What follows belongs to an exercise in optimizing a design on an open flow for small area and a short achievable clock period; a production flow would make more cautious choices. Function was checked by simulation only, so behaviour that the tests miss may differ from the original. Power and IR drop assume default switching activity.

$ cat design/flow/config.mk
export PLATFORM = sky130hd
export DESIGN_NAME = processor_arm
export DESIGN_NICKNAME = processor_arm
export VERILOG_FILES = /design/flow/design.v
export SDC_FILE = /design/flow/constraint.sdc
export NUM_CORES = 4
export LEC_CHECK = 0
export CAP_MARGIN = 20
export CORE_MARGIN = 2
export CORE_UTILIZATION = 45
export PLACE_DENSITY = 0.6
export SLEW_MARGIN = 20
$ cat design/flow/constraint.sdc
create_clock -name core_clock -period 9.0 [get_ports {CLOCK_50}]
set_input_delay 1.8000 -clock core_clock [delete_from_list [all_inputs] [get_ports {CLOCK_50}]]
set_output_delay 1.8000 -clock core_clock [all_outputs]
set_load 0.01 [all_outputs]
$ cat design/flow/design.v
module regfile #(parameter N=64)
					(input  logic clk, we,
					 input  logic [4:0] wa,
					 input  logic [N-1:0] wd,
					 input  logic [4:0] ra1, ra2,
					 input  logic byp1, byp2,
					 output logic [N-1:0] rd1, rd2);
	logic [N-1:0] registers [0:30];
	genvar k;
	generate
		for (k = 0; k < 31; k++) begin : g_reg
			always_ff @(posedge clk)
				if (we && wa == k) registers[k] <= wd;
		end
	endgenerate
	always_comb begin
		rd1 = {N{byp1}} & wd;
		rd2 = {N{byp2}} & wd;
		for (int i = 0; i < 31; i++) begin
			rd1 = rd1 | ({N{ra1 == i}} & registers[i]);
			rd2 = rd2 | ({N{ra2 == i}} & registers[i]);
		end
	end
endmodule
module processor_arm #(parameter N = 64)
							(input logic CLOCK_50, reset,
							output logic [N-1:0] IM_addr,
							input  logic [31:0] IM_readData,
							output logic [N-1:0] DM_writeData, DM_addr,
							output logic DM_writeEnable, DM_readEnable,
							input  logic [N-1:0] DM_readData);
	logic clk;
	assign clk = CLOCK_50;
	logic [63:0] pc_q;
	logic        d_ldur, d_stur, d_cbz, d_add, d_sub, d_and, d_orr, d_movz;
	logic [4:0]  d_ra1, d_ra2;
	logic        d_byp1, d_byp2;
	logic [23:0] d_ins;       
	logic [63:0] d_pc;
	logic        e_memRead, e_memWrite, e_branch, e_regWrite, e_memtoReg;
	logic        e_and, e_orr, e_cin;
	logic [63:0] e_a, e_b, e_s;
	logic [4:0]  e_rd;
	logic        m_memRead, m_memWrite, m_branch, m_regWrite, m_memtoReg;
	logic        m_zero;
	logic [63:0] m_res, m_s;
	logic [4:0]  m_rd;
	logic        w_regWrite;
	logic [4:0]  w_rd;
	logic [63:0] w_wd;
	logic        pcsrc;
	logic [63:0] pc_next;
	assign pcsrc   = m_branch & m_zero;
	assign pc_next = pcsrc ? m_res : pc_q + 64'd4;
	always_ff @(posedge clk, posedge reset)
		if (reset) pc_q <= '0;
		else       pc_q <= pc_next;
	assign IM_addr = pc_q;
	logic [10:0] op;
	logic f_ldur, f_stur, f_cbz, f_add, f_sub, f_and, f_orr, f_movz;
	assign op     = IM_readData[31:21];
	assign f_ldur = (op == 11'b111_1100_0010);
	assign f_stur = (op == 11'b111_1100_0000);
	assign f_cbz  = (op[10:3] == 8'b101_1010_0);
	assign f_add  = (op == 11'b100_0101_1000);
	assign f_sub  = (op == 11'b110_0101_1000);
	assign f_and  = (op == 11'b100_0101_0000);
	assign f_orr  = (op == 11'b101_0101_0000);
	assign f_movz = (op[10:2] == 9'b110_1001_01);
	logic [4:0] f_rn, f_rm2;
	logic       f_hit1, f_hit2, f_noa;
	assign f_rn   = IM_readData[9:5];
	assign f_rm2  = IM_readData[28] ? IM_readData[4:0] : IM_readData[20:16];
	assign f_hit1 = m_regWrite & (f_rn  == m_rd) & (f_rn  != 5'd31);
	assign f_hit2 = m_regWrite & (f_rm2 == m_rd) & (f_rm2 != 5'd31);
	assign f_noa  = f_cbz | f_movz;
	always_ff @(posedge clk, posedge reset)
		if (reset) begin
			d_ldur <= 1'b0; d_stur <= 1'b0; d_cbz <= 1'b0; d_add <= 1'b0;
			d_sub  <= 1'b0; d_and  <= 1'b0; d_orr <= 1'b0; d_movz <= 1'b0;
		end else begin
			d_ldur <= f_ldur; d_stur <= f_stur; d_cbz <= f_cbz; d_add <= f_add;
			d_sub  <= f_sub;  d_and  <= f_and;  d_orr <= f_orr; d_movz <= f_movz;
		end
	always_ff @(posedge clk) begin
		d_ra1  <= (f_noa | f_hit1) ? 5'd31 : f_rn;
		d_byp1 <= f_hit1 & ~f_noa;
		d_ra2  <= f_hit2 ? 5'd31 : f_rm2;
		d_byp2 <= f_hit2;
		d_ins  <= IM_readData[23:0];
		d_pc   <= pc_q;
	end
	logic [63:0] rd1, rd2;
	logic [63:0] target;
	logic        d_we;
	regfile RF (.clk(clk), .we(w_regWrite), .wa(w_rd), .wd(w_wd),
	            .ra1(d_ra1), .byp1(d_byp1), .ra2(d_ra2), .byp2(d_byp2),
	            .rd1(rd1), .rd2(rd2));
	assign target = d_pc + {{43{d_ins[23]}}, d_ins[23:5], 2'b00};
	logic [63:0] imm9, immz, a_d, b_d;
	assign imm9 = {{55{d_ins[20]}}, d_ins[20:12]};
	assign immz = {48'b0, d_ins[20:5]} << {d_ins[22:21], 4'b0000};
	assign a_d = rd1 | ({64{d_cbz}} & target);
	assign b_d = ({64{d_add | d_and | d_orr}} & rd2) |
	             ({64{d_sub}} & ~rd2) |
	             ({64{d_ldur | d_stur}} & imm9) |
	             ({64{d_movz}} & immz);
	assign d_we = d_ldur | d_add | d_sub | d_and | d_orr | d_movz;
	always_ff @(posedge clk, posedge reset)
		if (reset) begin
			e_memRead <= 1'b0; e_memWrite <= 1'b0; e_branch <= 1'b0;
			e_regWrite <= 1'b0; e_memtoReg <= 1'b0;
		end else begin
			e_memRead <= d_ldur; e_memWrite <= d_stur; e_branch <= d_cbz;
			e_regWrite <= d_we; e_memtoReg <= d_ldur;
		end
	always_ff @(posedge clk) begin
		e_and <= d_and;
		e_orr <= d_orr;
		e_cin <= d_sub;
		e_a   <= a_d;
		e_b   <= b_d;
		e_s   <= rd2;
		e_rd  <= d_ins[4:0];
	end
	logic [64:0] sum;
	logic [63:0] res;
	assign sum = {e_a, 1'b1} + {e_b, e_cin};
	always_comb
		if (e_and)      res = e_a & e_b;
		else if (e_orr) res = e_a | e_b;
		else            res = sum[64:1];
	always_ff @(posedge clk, posedge reset)
		if (reset) begin
			m_memRead <= 1'b0; m_memWrite <= 1'b0; m_branch <= 1'b0;
			m_regWrite <= 1'b0; m_memtoReg <= 1'b0;
		end else begin
			m_memRead <= e_memRead; m_memWrite <= e_memWrite; m_branch <= e_branch;
			m_regWrite <= e_regWrite; m_memtoReg <= e_memtoReg;
		end
	always_ff @(posedge clk) begin
		m_zero <= (e_s == 64'd0);
		m_res  <= res;
		m_s    <= e_s;
		m_rd   <= e_rd;
	end
	assign DM_addr        = m_res;
	assign DM_writeData   = m_s;
	assign DM_writeEnable = m_memWrite;
	assign DM_readEnable  = m_memRead;
	always_ff @(posedge clk, posedge reset)
		if (reset) w_regWrite <= 1'b0;
		else       w_regWrite <= m_regWrite;
	always_ff @(posedge clk) begin
		w_rd <= m_rd;
		w_wd <= m_memtoReg ? DM_readData : m_res;
	end
endmodule
$ cat design/flow/run.sh
#!/bin/bash
# synth_recipe.tcl (not shown) runs the flow's synth.tcl, then flattens the netlist and writes it again
# the make line also repeats each setting of config.mk as NAME=value (left out here)
make -C /OpenROAD-flow-scripts/flow DESIGN_CONFIG=/design/flow/config.mk WORK_HOME=/design/flow/orfs CLKGATE_MAP_FILE= SYNTH_SCRIPT=/design/flow/synth_recipe.tcl finish
==> results.txt, run 1 <==
Worst-Margin Slew 1390 ps; All-Layer GR Usage 0.430; final setup fails 0; Root Driver clkbuf_16; die area 245000 µm²; Seq/Total Area, Yosys 0.662; count leader, synth edfxtp_1; layout net count ~8.6k; mux contribution to synthesized area 0.0145; r2r startpoint d_ins[5]$_DFF_P_; ys async rst share 0.0315; mapped cell area 108000 µm²; Synth top cells by count 1984 x edfxtp_1, 1061 x a22oi_1, 503 x dfxtp_1, 500 x a221oi_1, 494 x a22o_1; DP Area 116000 µm²; max_slew headroom 0.0747; worst IR drop on VDD 145 µV; CTS tree done; area fraction in compound gates after synthesis 0.192; Setup crit start kind flip-flop; reg2reg end e_a[62]$_DFF_P_; RSZ-0062 raised after global routing no; post-layout min period 4880 ps; Pwr Density 226 nW/µm²; cell accounting for the most synthesized area edfxtp_1; setup TNS 0 ps; DRT iter0 DRCs 18.8k; crit path from d_ins[5]$_DFF_P_; Yosys reg bits 2568; Post-CTS Hold Buffers 0; final period utilization 0.542; Most used DFF post-synth edfxtp_1; reg2reg path depth 12; Die X-Extent 495 µm; post-synthesis cell type count 81; simple-gate share of the synthesized area 0.0701; Synthesized Nets 8329; first-pass GRT wire length 719 mm; Clock Pin Slew Worst Setup and Hold Paths 60 ps; Pins Over Slew Limit 0; crit path max fanout 5; CTS Buf Count approximately 280; Mean Syn Cell Area between 10 and 15 µm²; worst path arrival time 5660 ps; LEAKAGE about 0.043 µW; Reg2Reg Setup Slack 4120 ps; drc violations 0; pin count of the biggest net entering global routing 75; routed wire length 543 mm; XOR/XNOR share of the synthesized area 0.0140; Synth Instances 8039; run status no timing/DRC/antenna violations; EDFF count, synth 1984; Remaining Overflow, GRT 0; GPL Wtd Cong 0.998; Critical Path RT 9770 ps; Initial DRT Pass Iterations 10; Site Rows 180; Starting Density 0.451; initial antenna violation count between 50 and 60; CTS Buffer Depth 4; synth warn 3; Post-CTS Setup Inserts 0; Die Height 495 µm; share of cells above drive strength 1 0.106; Avg WL per Cell approximately 46 µm; largest family of logic cells by synthesized area compound AO/OA/AOI/OAI gates; clk_skew 57.9 ps; clock latency on the worst-skew pair 990 ps; post-route cell area ~130000 µm²; post-CTS sizing 0; vias 90.8k; Synth area leaders edfxtp_1 55%, dfxtp_1 9.3%, a22oi_1 7.4%; WS Path Type reg -> reg; Synth top area share 0.550; synth-to-layout area growth 16.0%; # clock sinks 2568; Hold Crit Class reg -> reg; post-route ant nets 0; via-per-instance ratio 7.70; vias in the first global route 83.9k; Port Buffers 291; I/O pin count 292; CORE AREA approximately 240000 µm²; fmax 205 MHz; CP Capture Point e_a[62]$_DFF_P_; H-tree depth 5; max cap viols 0; Final Hold Vio Count 0; CP Capture Type flip-flop; adder-cell share of the synthesized area 0.0223; Post-DP HPWL 303 mm
[cells in the final DEF (no fill, tap or decap), types with 26 or more instances in the layout]
cell type        Yosys  layout
edfxtp_1          1984    1984
a22oi_1           1061    1061
a221oi_1           500     500
dfxtp_1            503     496
a22o_1             494     494
nand3_1            468     468
nand2_1            325     324
clkdlybuf4s50_1      0     291
clkbuf_16            0     286
o21ai_0            234     233
buf_4                0     226
ha_1               190     190
a21oi_1            189     189
nand4_1            187     187
inv_1              173     172
nor2_1             236     142
nor2_4               0      93
xnor2_1             90      90
xor2_1              83      83
dfrtp_1             81      79
diode_2              0      78
or4_1               76      76
mux2_2              75      75
mux2i_1             72      72
a21o_1              67      67
nor3_1              58      53
clkbuf_1           472      47
clkinv_2             0      42
nor4_1              54      38
o21bai_1            29      29
bufinv_16            0      28
and3_1              27      27
clkbuf_8             0      26
[layer usage]
| metal | up-vias | part of all wire | wire [µm] | track usage |
|---|---|---|---|---|
| li1 | 33500 | - | - | - |
| met1 | 43700 | 0.32 | 175000 | 0.509 |
| met2 | 10400 | 0.39 | 212000 | 0.592 |
| met3 | 3125 | 0.19 | 105000 | 0.238 |
| met4 | 52 | 0.092 | 50100 | 0.290 |
| met5 | - | 0.00073 | 396 | 0.0114 |
[critical path, cell delays in order, from the launching register on]
cell       delay, ps
dfxtp_1          340
ha_1             250
fa_1             430
a211oi_1         400
o21ai_0          290
a211oi_1         650
o211ai_1         380
o2111ai_1        630
a31oi_1          270
a31oi_1          510
o21bai_1         210
a31oi_1          190
o21ai_0          110
[cell type report]
cell class,instances,area (µm²)
Inverter,176,664
Clock inverter,122,1420
Fill cell,19800,114000
Sequential cell,2568,71700
Timing Repair Buffer,546,5180
Clock buffer,359,7690
Antenna cell,78,195
Multi-Input combinational cell,4761,34800
Tap cell,3185,3990
[where the power goes]
group | total (µW) | internal, µW | switching (µW)
logic | 2630 | 833 | 1800
registers | 14100 | 13500 | 608
clock network | 11700 | 6850 | 4880
[cells by family (layout without fill, tap and decap cells)]
kind of cell | after synthesis | after routing
flip-flops | 2568 | 2568
AND/OR/NAND/NOR | 1517 | 1517
buffers and inverters | 710 | 1203
adder cells (fa/ha/maj) | 192 | 192
multiplexers | 147 | 147
XOR/XNOR | 173 | 173
AO/OA/AOI/OAI | 2732 | 2732
other | 0 | 78
[metrics by stage]
step | util | hold WS (ps) | setup WS, ps | total power [µW] | instances
CTS | 0.523 | 324 | 4210 | 28100 | 11700
global route | 0.523 | 327 | 4010 | 28900 | 11700
detailed placement | 0.485 | 312 | 4230 | 16700 | 11200
global placement | 0.484 | 311 | 4100 | 16700 | 11200
finish | 0.524 | 326 | 4120 | 28400 | 11800
floorplan | - | 310 | 5040 | 15100 | 8039
[flip-flops by register name, indices dropped and copies added, names as in the netlist, 5 cells and up]
register / flops
d_ra2: 5
RF.registers: 1984
e_a: 64
e_s: 64
w_wd: 64
d_pc: 64
d_ins: 24
e_rd: 5
d_ra1: 5
m_rd: 5
e_b: 64
pc_q: 64
m_res: 64
w_rd: 5
m_s: 64
[worst min-delay path by stage]
| stage | start | end | slack [ps] | depth (start not counted) |
|---|---|---|---|---|
| 3_3_place_gp | d_ins[0]$_DFF_P_ | e_rd[0]$_DFF_P_ | 310 | 0 |
| 4_1_cts | d_ins[0]$_DFF_P_ | e_rd[0]$_DFF_P_ | 320 | 0 |
| 3_5_place_dp | d_ins[0]$_DFF_P_ | e_rd[0]$_DFF_P_ | 310 | 0 |
| 6_report | e_rd[1]$_DFF_P_ | m_rd[1]$_DFF_P_ | 330 | 0 |
| 2_1_floorplan | d_ins[0]$_DFF_P_ | e_rd[0]$_DFF_P_ | 310 | 0 |
| 5_1_grt | e_rd[1]$_DFF_P_ | m_rd[1]$_DFF_P_ | 330 | 0 |
==> run 2: changes to the inputs <==
--- a/design/flow/design.v
+++ b/design/flow/design.v
@@ -3,5 +3,5 @@
 					 input  logic [4:0] wa,
 					 input  logic [N-1:0] wd,
-					 input  logic [4:0] ra1, ra2,
+					 input  logic [30:0] sel1, sel2,
 					 input  logic byp1, byp2,
 					 output logic [N-1:0] rd1, rd2);
@@ -18,6 +18,6 @@
 		rd2 = {N{byp2}} & wd;
 		for (int i = 0; i < 31; i++) begin
-			rd1 = rd1 | ({N{ra1 == i}} & registers[i]);
-			rd2 = rd2 | ({N{ra2 == i}} & registers[i]);
+			rd1 = rd1 | ({N{sel1[i]}} & registers[i]);
+			rd2 = rd2 | ({N{sel2[i]}} & registers[i]);
 		end
 	end
@@ -34,5 +34,5 @@
 	logic [63:0] pc_q;
 	logic        d_ldur, d_stur, d_cbz, d_add, d_sub, d_and, d_orr, d_movz;
-	logic [4:0]  d_ra1, d_ra2;
+	logic [30:0] d_sel1, d_sel2;
 	logic        d_byp1, d_byp2;
 	logic [23:0] d_ins;       
@@ -83,8 +83,14 @@
 			d_sub  <= f_sub;  d_and  <= f_and;  d_orr <= f_orr; d_movz <= f_movz;
 		end
+	logic [30:0] f_sel1, f_sel2;
+	always_comb
+		for (int k = 0; k < 31; k++) begin
+			f_sel1[k] = (f_rn  == k) & ~f_hit1 & ~f_noa;
+			f_sel2[k] = (f_rm2 == k) & ~f_hit2;
+		end
 	always_ff @(posedge clk) begin
-		d_ra1  <= (f_noa | f_hit1) ? 5'd31 : f_rn;
+		d_sel1 <= f_sel1;
 		d_byp1 <= f_hit1 & ~f_noa;
-		d_ra2  <= f_hit2 ? 5'd31 : f_rm2;
+		d_sel2 <= f_sel2;
 		d_byp2 <= f_hit2;
 		d_ins  <= IM_readData[23:0];
@@ -92,18 +98,17 @@
 	end
 	logic [63:0] rd1, rd2;
-	logic [63:0] target;
 	logic        d_we;
 	regfile RF (.clk(clk), .we(w_regWrite), .wa(w_rd), .wd(w_wd),
-	            .ra1(d_ra1), .byp1(d_byp1), .ra2(d_ra2), .byp2(d_byp2),
+	            .sel1(d_sel1), .byp1(d_byp1), .sel2(d_sel2), .byp2(d_byp2),
 	            .rd1(rd1), .rd2(rd2));
-	assign target = d_pc + {{43{d_ins[23]}}, d_ins[23:5], 2'b00};
-	logic [63:0] imm9, immz, a_d, b_d;
-	assign imm9 = {{55{d_ins[20]}}, d_ins[20:12]};
-	assign immz = {48'b0, d_ins[20:5]} << {d_ins[22:21], 4'b0000};
-	assign a_d = rd1 | ({64{d_cbz}} & target);
-	assign b_d = ({64{d_add | d_and | d_orr}} & rd2) |
-	             ({64{d_sub}} & ~rd2) |
-	             ({64{d_ldur | d_stur}} & imm9) |
-	             ({64{d_movz}} & immz);
+	logic [63:0] imm9, imm19, immz, immb, a_d, b_d;
+	assign imm9  = {{55{d_ins[20]}}, d_ins[20:12]};
+	assign imm19 = {{43{d_ins[23]}}, d_ins[23:5], 2'b00};
+	assign immz  = {48'b0, d_ins[20:5]} << {d_ins[22:21], 4'b0000};
+	assign immb  = ({64{d_ldur | d_stur}} & imm9) |
+	               ({64{d_cbz}} & imm19) |
+	               ({64{d_movz}} & immz);
+	assign a_d = rd1 | ({64{d_cbz}} & d_pc);
+	assign b_d = ((rd2 ^ {64{d_sub}}) & {64{d_add | d_sub | d_and | d_orr}}) | immb;
 	assign d_we = d_ldur | d_add | d_sub | d_and | d_orr | d_movz;
 	always_ff @(posedge clk, posedge reset)
--- a/design/flow/config.mk
+++ b/design/flow/config.mk
@@ -10,3 +10,4 @@
 export CORE_UTILIZATION = 45
 export PLACE_DENSITY = 0.6
+export SETUP_SLACK_MARGIN = 5
 export SLEW_MARGIN = 20
==> results.txt, run 2 <==
run status no timing/DRC/antenna violations; Setup crit start kind flip-flop; Pwr Density 230 nW/µm² (+1.7%); final period utilization 0.441 (-0.102); max_slew headroom 0.0876 (+0.0128); RSZ-0062 raised after global routing no; final worst setup slack 5040 ps (+917 ps); pin count of the biggest net entering global routing 83 (+11%); vias in the first global route 80.3k (-4.4%); WS Path Type reg -> reg; EDFF count, synth 1984 (unchanged); CP Cell Sequence nor2b_1 > nand2_1 > nor2_4 > buf_4 > buf_4; Synth top cells by count 1984 x edfxtp_1, 1218 x a22oi_1, 555 x dfxtp_1, 396 x a221oi_1, 384 x a22o_1; routed wire length 541 mm (-0.31%); All-Layer GR Usage 0.437 (+0.00742); Critical Path RT 9600 ps (-170 ps); post-route ant nets 0 (unchanged); Top reg by flops RF.registers; layout net count 8028 (-6.9%); Initial DRT Pass Iterations 15 (+5); CORE AREA 235000 µm² (-2.1%); cell accounting for the most synthesized area edfxtp_1; CTS tree done; worst path arrival time 4570 ps (-1090 ps); Port Buffers 291 (unchanged); die area 239000 µm² (-2.1%); slowest CP cell nor2_4; share of cells above drive strength 1 0.107 (+0.00107); max cap viols 0 (unchanged); Mean Syn Cell Area 14.0 µm² (+4.0%); CP Capture Type flip-flop; Starting Density 0.452 (about the same); I/O pin count 292 (unchanged); GPL Wtd Cong 0.991 (-0.66%); Post-DP HPWL 303 mm (-0.22%); # clock sinks 2620 (+2.0%); vias 87.9k (-3.2%); worst IR drop on VDD 227 µV (+56%); worst hold slack 321 ps (-5.14 ps); crit path max fanout 26 (+21); initial antenna violation count 65 (+20%); fill count 19.4k (-1.9%); CTS Buffer Depth 4 (unchanged); CTS Buf Count 279 (unchanged); Synthesized Nets 7797 (-6.4%); clk_skew 52.2 ps (-5.69 ps); Total Power 28100 µW (-1.2%); Register Area 73000 µm² (+1.8%); Synth top area share 0.562 (+0.0117); DP Area 113000 µm² (-2.7%); H-tree depth 5 (unchanged); count leader, synth edfxtp_1; Root Driver clkbuf_16; Yosys reg bits 2620 (+2.0%); mapped cell area 106000 µm² (-2.1%); Final Hold Vio Count 0 (unchanged); area of the multi-input gates 30900 µm² (-11%); Seq/Total Area, Yosys 0.686 (+0.0239); DRT iter0 DRCs 19.8k (+5.1%); leading cell type in the layout, fill and taps excluded edfxtp_1; Die Height 489 µm (-1.0%); Pins Over Slew Limit 0 (unchanged); Most used DFF post-synth edfxtp_1; Remaining Overflow, GRT 0 (unchanged); post-synthesis cell type count 75 (-7.4%); Clock Pin Slew Worst Setup and Hold Paths 60 ps (about the same); Die X-Extent 489 µm (-1.0%); most used cell, CP buf_4; setup TNS 0 ps (unchanged); Synth area leaders edfxtp_1 56%, dfxtp_1 10%, a22oi_1 8.6%; max incr delay on CP 940 ps (+290 ps); LEAKAGE 0.0404 µW (-5.5%); drc violations 0 (unchanged); Hold Crit Class reg -> reg; synth-to-layout area growth 15.1%; Worst-Margin Slew 1370 ps (-19.2 ps); synth warn 3 (unchanged); post-layout min period 3960 ps (-917 ps); post-route cell area 122000 µm² (-2.9%); via-per-instance ratio 7.85 (+1.9%); pre-CTS setup slack 4760 ps (+524 ps); fmax 252 MHz (+23%); Synth Instances 7569 (-5.8%); max FFs per register 1984 (unchanged); clock latency on the worst-skew pair 990 ps (about the same); final setup fails 0 (unchanged); Site Rows 178 (-1.1%); first-pass GRT wire length 706 mm (-1.7%); most frequent cells in the layout 1984 x edfxtp_1, 1218 x a22oi_1, 486 x dfxtp_1, 396 x a221oi_1, 384 x a22o_1; ys async rst share 0.0309 (-0.000626); Avg WL per Cell 48.3 µm (+4.9%)
-- run 2: worst paths after layout --
| path | to | slack, ps | startpoint | cells after the start |
|---|---|---|---|---|
| worst min register to register | e_rd[3]$_DFF_P_ | 320 | d_ins[3]$_DFF_P_ | 0 |
| min in group asynchronous | pc_q[30]$_DFF_PP0_ | 1390 | reset | 2 |
| worst max-delay path | RF.registers[5][52]$_DFFE_PP_ | 5040 | w_regWrite$_DFF_PP0_ | 5 |
| max in group asynchronous | d_cbz$_DFF_PP0_ | 6950 | reset | 2 |
| worst min-delay path | e_rd[3]$_DFF_P_ | 320 | d_ins[3]$_DFF_P_ | 0 |
| worst max register to register | RF.registers[5][52]$_DFFE_PP_ | 5040 | w_regWrite$_DFF_PP0_ | 5 |
-- run 2: repair_timing --
action | in CTS | in global routing
endpoints found under the setup margin | 5 | 8
buffers inserted | 1 | 2
cloned | 0 | 0
resized for setup | 4 | 6
pin swaps | 0 | 0
hold buffers | 0 | 0
-- run 2: where the power goes --
part           internal (µW)  switching (µW)
logic                    739            1500
registers              13700             753
clock network           6500            4940
-- run 2: layer usage --
metal / vias to the layer above / track usage / wire, µm
met5: - / 0.0262 / 1240
met3: 3284 / 0.270 / 111000
met2: 10500 / 0.596 / 209000
met1: 42600 / 0.511 / 171000
li1: 31500 / - / -
met4: 82 / 0.276 / 48900
-- run 2: logic make-up (layout without fill, tap and decap cells) --
logic type               count (synthesis)  count (layout)  synth area share
AND/OR/NAND/NOR                       1246            1246            0.0605
XOR/XNOR                               187             187            0.0154
other                                    0              57                 0
AO/OA/AOI/OAI                         2539            2539             0.184
buffers and inverters                  716            1145            0.0255
multiplexers                           131             131            0.0136
adder cells (fa/ha/maj)                130             130            0.0154
flip-flops                            2620            2620             0.686
-- run 2: worst max-delay path, delay by kind of cell (launching register included) --
| kind | cells | cell delay, ps |
|---|---|---|
| buf+inv | 2 | 1510 |
| flops | 1 | 420 |
| simple gates | 3 | 1580 |
-- run 2: stage by stage --
step / util / std cells
CTS: 0.519 / 11100
detailed placement: 0.482 / 10700
floorplan: - / 7569
finish: 0.520 / 11200
global placement: 0.482 / 10700
global route: 0.519 / 11200
-- run 2: area by class of cell --
cell class	count	area share
repair buffers	509	0.0391
clock buffers	352	0.0614
inverters	157	0.00487
flip-flops and latches	2620	0.598
multi-input cells	4233	0.253
clock inverters	127	0.0101
well taps	3150	0.0323
diodes	57	0.00117
==> run 3: changes to the inputs <==
--- a/design/flow/design.v
+++ b/design/flow/design.v
@@ -1,2 +1,33 @@
+module add64 (input  logic [63:0] a, b,
+              input  logic cin,
+              output logic [63:0] y);
+	logic [63:0] x;
+	logic [63:0] g0, p0, g1, p1, g2, p2, g3, p3, g4, p4, g5, p5, g6, p6;
+	add_pg  PG (.a(a), .b(b), .cin(cin), .g(g0), .p(p0), .x(x));
+	add_lvl #(1)  L1 (.gi(g0), .pi(p0), .go(g1), .po(p1));
+	add_lvl #(2)  L2 (.gi(g1), .pi(p1), .go(g2), .po(p2));
+	add_lvl #(4)  L3 (.gi(g2), .pi(p2), .go(g3), .po(p3));
+	add_lvl #(8)  L4 (.gi(g3), .pi(p3), .go(g4), .po(p4));
+	add_lvl #(16) L5 (.gi(g4), .pi(p4), .go(g5), .po(p5));
+	add_lvl #(32) L6 (.gi(g5), .pi(p5), .go(g6), .po(p6));
+	add_sum SUM (.x(x), .c({g6[62:0], cin}), .y(y));
+endmodule
+module add_pg (input  logic [63:0] a, b,
+               input  logic cin,
+               output logic [63:0] g, p, x);
+	assign x = a ^ b;
+	assign p = a | b;
+	assign g = {a[63:1] & b[63:1], (a[0] & b[0]) | ((a[0] | b[0]) & cin)};
+endmodule
+module add_lvl #(parameter D = 1)
+               (input  logic [63:0] gi, pi,
+                output logic [63:0] go, po);
+	assign go = {gi[63:D] | (pi[63:D] & gi[63-D:0]), gi[D-1:0]};
+	assign po = {pi[63:D] & pi[63-D:0], pi[D-1:0]};
+endmodule
+module add_sum (input  logic [63:0] x, c,
+                output logic [63:0] y);
+	assign y = x ^ c;
+endmodule
 module regfile #(parameter N=64)
 					(input  logic clk, we,
@@ -39,5 +70,5 @@
 	logic [63:0] d_pc;
 	logic        e_memRead, e_memWrite, e_branch, e_regWrite, e_memtoReg;
-	logic        e_and, e_orr, e_cin;
+	logic        e_cin;
 	logic [63:0] e_a, e_b, e_s;
 	logic [4:0]  e_rd;
@@ -109,6 +140,8 @@
 	               ({64{d_cbz}} & imm19) |
 	               ({64{d_movz}} & immz);
-	assign a_d = rd1 | ({64{d_cbz}} & d_pc);
-	assign b_d = ((rd2 ^ {64{d_sub}}) & {64{d_add | d_sub | d_and | d_orr}}) | immb;
+	assign a_d = ({64{~(d_and | d_orr)}} & rd1) | ({64{d_cbz}} & d_pc);
+	assign b_d = ((rd2 ^ {64{d_sub}}) & {64{d_add | d_sub}}) |
+	             ({64{d_and}} & rd1 & rd2) |
+	             ({64{d_orr}} & (rd1 | rd2)) | immb;
 	assign d_we = d_ldur | d_add | d_sub | d_and | d_orr | d_movz;
 	always_ff @(posedge clk, posedge reset)
@@ -121,6 +154,4 @@
 		end
 	always_ff @(posedge clk) begin
-		e_and <= d_and;
-		e_orr <= d_orr;
 		e_cin <= d_sub;
 		e_a   <= a_d;
@@ -129,11 +160,6 @@
 		e_rd  <= d_ins[4:0];
 	end
-	logic [64:0] sum;
 	logic [63:0] res;
-	assign sum = {e_a, 1'b1} + {e_b, e_cin};
-	always_comb
-		if (e_and)      res = e_a & e_b;
-		else if (e_orr) res = e_a | e_b;
-		else            res = sum[64:1];
+	add64 ALU (.a(e_a), .b(e_b), .cin(e_cin), .y(res));
 	always_ff @(posedge clk, posedge reset)
 		if (reset) begin
==> design/flow/flow/run.sh (new file) <==
#!/bin/bash
# Layout flow: the standard flow (standard.sh, unchanged synthesis), with
# setup repair aimed below the clock period so that the layout's achieved
# period is as short as the design allows. make's full output goes to
# flow_make.log; ORFS keeps each step's log under orfs/logs/.
set -euo pipefail
bash standard.sh SETUP_SLACK_MARGIN=5.8 finish > flow_make.log 2>&1
==> design/flow/standard.sh (new file) <==
#!/bin/bash
# synth_recipe.tcl (not shown) runs the flow's synth.tcl, then flattens the netlist and writes it again
# the make line also repeats each setting of config.mk as NAME=value (left out here)
make -C /OpenROAD-flow-scripts/flow DESIGN_CONFIG=/design/flow/config.mk WORK_HOME=/design/flow/orfs CLKGATE_MAP_FILE= SYNTH_SCRIPT=/design/flow/synth_recipe.tcl "${@:-finish}"
--- a/design/flow/config.mk
+++ b/design/flow/config.mk
@@ -9,5 +9,7 @@
 export CORE_MARGIN = 2
 export CORE_UTILIZATION = 45
+export CTS_CLUSTER_DIAMETER = 100
+export CTS_CLUSTER_SIZE = 25
 export PLACE_DENSITY = 0.6
-export SETUP_SLACK_MARGIN = 5
 export SLEW_MARGIN = 20
+export SYNTH_HIERARCHICAL = 1
removed: design/flow/run.sh
==> results.txt, run 3 <==
final period utilization 0.377 (-0.0633); die area 247000 µm² (+3.2%); CTS Buffer Depth 3 (-1); first-pass GRT wire length 629 mm (-11%); setup TNS 0 ps (unchanged); CTS tree done; Pins Over Slew Limit 0 (unchanged); post-route ant nets 0 (unchanged); Hold Crit Class reg -> reg; Setup crit start kind flip-flop; clk_skew 59.2 ps (+6.98 ps); pin count of the biggest net entering global routing 85 (+2.4%); final worst setup slack 5610 ps (+570 ps); final setup fails 0 (unchanged); worst path arrival time 4130 ps (-440 ps); mapped cell area 109000 µm² (+3.2%); Mean Syn Cell Area 13.7 µm² (-2.0%); Starting Density 0.451 (about the same); Clock Pin Slew Worst Setup and Hold Paths 100 ps (+40 ps); most frequent cells in the layout 2058 x a22oi_1, 1984 x edfxtp_1, 552 x nand4_1, 378 x dfxtp_1, 335 x a21o_1; crit path max fanout 37 (+42%); H-tree depth 3 (-2); LEAKAGE 0.0412 µW (+2.1%); Pwr Density 220 nW/µm² (-4.4%); worst hold slack 336 ps (+15.2 ps); synth warn 9 (+6); pre-CTS setup slack 4010 ps (-751 ps); share of cells above drive strength 1 0.120 (+0.0135); Post-DP HPWL 291 mm (-3.9%); routed wire length 467 mm (-14%); WS Path Type reg -> reg; fill count 20.9k (+7.7%); max cap viols 0 (unchanged); Die X-Extent 497 µm (+1.6%); vias 81.9k (-6.8%); grt peak-use layer met2; run status no timing/DRC/antenna violations; Critical Path RT 9740 ps (+140 ps); layout net count 8299 (+3.4%); GR Layer Usage met3 0.128 (-0.141); CP Cell Sequence buf_4 > a22oi_1 > nand4_1 > or4_1 > nand2_1 > o21ai_0 > nand3_1; Final Hold Vio Count 0 (unchanged); clock latency on the worst-skew pair 870 ps (-120 ps); GPL Wtd Cong 1.02 (+2.6%); synth-to-layout area growth 8.72%; max incr delay on CP 870 ps (-70 ps); I/O pin count 292 (unchanged); RSZ-0062 raised after global routing yes; Initial DRT Pass Iterations 9 (-6); Worst-Margin Slew 1230 ps (-138 ps); Layout Cells excl Fill 11.4k (+2.0%); DRT iter0 DRCs 13.5k (-32%); initial antenna violation count 57 (-12%); dpl cells 11.0k (+3.4%); post-layout util 0.491 (-0.0292); Die Height 497 µm (+1.6%); Avg WL per Cell 40.8 µm (-15%); GRT met2 Usage 0.550 (-0.0466); Top reg by flops RF.registers; M1 GR Usage 0.445 (-0.0658); worst IR drop on VDD 215 µV (-5.4%); Synth Instances 7971 (+5.3%); CP Capture Type flip-flop; leading cell type in the layout, fill and taps excluded a22oi_1; vias in the first global route 78.4k (-2.4%); Site Rows 181 (+1.7%); via-per-instance ratio 7.16 (-8.7%); max FFs per register 1984 (unchanged); post-layout min period 3390 ps (-570 ps); slowest CP cell dfxtp_4; Remaining Overflow, GRT 0 (unchanged); fmax 295 MHz (+17%); Port Buffers 291 (unchanged); # clock sinks 2618 (-0.076%); Root Driver clkbuf_16; All-Layer GR Usage 0.365 (-0.0720); Synthesized Nets 8197 (+5.1%); CTS Buf Count 116 (-58%); max_slew headroom 0.178 (+0.0903); CORE AREA 243000 µm² (+3.3%); drc violations 0 (unchanged)
[run 3: what timing repair did]
action / CTS / global route
hold buffers: 0 / 0
endpoints found under the setup margin: 442 / 260
pin swaps: 2 / 5
buffers inserted: 114 / 15
resized for setup: 1097 / 16
gates cloned: 0 / 1
[run 3: power by group]
group / total, µW / leakage, µW / switching (µW) / internal, µW
clock: 6410 / 0.00166 / 3870 / 2540
sequential: 16100 / 0.0236 / 1370 / 14700
combinational: 3710 / 0.0160 / 2510 / 1190
[run 3: path summary, 6_finish.rpt]
path / start / to / slack, ps / cells past startpoint
worst max-delay path: d_sel2[11]$_DFF_P_ / e_b[60]$_DFF_P_ / 5610 / 7
worst min-delay path: e_rd[3]$_DFF_P_ / m_rd[3]$_DFF_P_ / 340 / 0
worst max register to register: d_sel2[11]$_DFF_P_ / e_b[60]$_DFF_P_ / 5610 / 7
worst min register to register: e_rd[3]$_DFF_P_ / m_rd[3]$_DFF_P_ / 340 / 0
max in group asynchronous: reset / pc_q[42]$_DFF_PP0_ / 6190 / 3
min in group asynchronous: reset / pc_q[8]$_DFF_PP0_ / 1450 / 2
[run 3: critical path: cells and delay by family (launching register included)]
kind | cells | cell delay [ps]
simple gates | 4 | 1120
flops | 1 | 870
buf+inv | 1 | 860
compound gates | 2 | 320
[run 3: routing by layer]
layer | share of wire | vias up
met3 | 0.14 | 1832
met5 | 0.0014 | -
met1 | 0.35 | 40800
met2 | 0.43 | 6800
met4 | 0.077 | 60
li1 | - | 32400
[run 3: layout make-up]
type | count | area, µm² | share of cell area
well taps | 3202 | 4010 | 0.0337
flip-flops and latches | 2618 | 73200 | 0.615
clock buffers | 204 | 3240 | 0.0273
multi-input cells | 4551 | 32600 | 0.274
clock inverters | 16 | 220 | 0.00185
inverters | 200 | 754 | 0.00634
repair buffers | 586 | 4800 | 0.0403
diodes | 57 | 143 | 0.00120
[run 3: per-stage QoR]
step / total power [µW] / cell area (µm²)
global route: 26800 / 119000
detailed placement: 19600 / 114000
CTS: 25900 / 119000
floorplan: 17100 / 109000
global placement: 19500 / 114000
finish: 26200 / 119000

separate check: timing with driven ports:
No port has a modelled driver above. Below, the same layouts with a new extraction and two added sets of constraints.
Step 1 (the two cells are an assumption about what drives the block):
set clk [get_ports {CLOCK_50}]
set_driving_cell -lib_cell sky130_fd_sc_hd__clkbuf_16 $clk
set_driving_cell -lib_cell sky130_fd_sc_hd__buf_2 [delete_from_list [all_inputs] $clk]
Step 2 moves the port delays by t, midway between the first and last clock arrival at a register: inputs arrive t later, outputs are due t later. That takes back most of the time a late clock gives input paths.
Three values: no drivers, after step 1, after step 2; two values: the first two.
run | t, ns | setup WS [ns] | latest minus earliest clock arrival (ns) | worst data-port slew with drivers (ns)
run 1 | 1.051 | 4.118 / 4.118 / 4.118 | 0.058 / 0.058 | 0.11
run 2 | 1.063 | 5.035 / 4.942 / 4.697 | 0.072 / 0.071 | 0.08
run 3 | 0.956 | 5.605 / 5.569 / 5.056 | 0.060 / 0.060 | 0.06
After both steps every run listed still meets setup and hold. The setup slack of run 3, which loses most, moves by -0.036 ns with the drivers and by -0.549 ns with both steps.
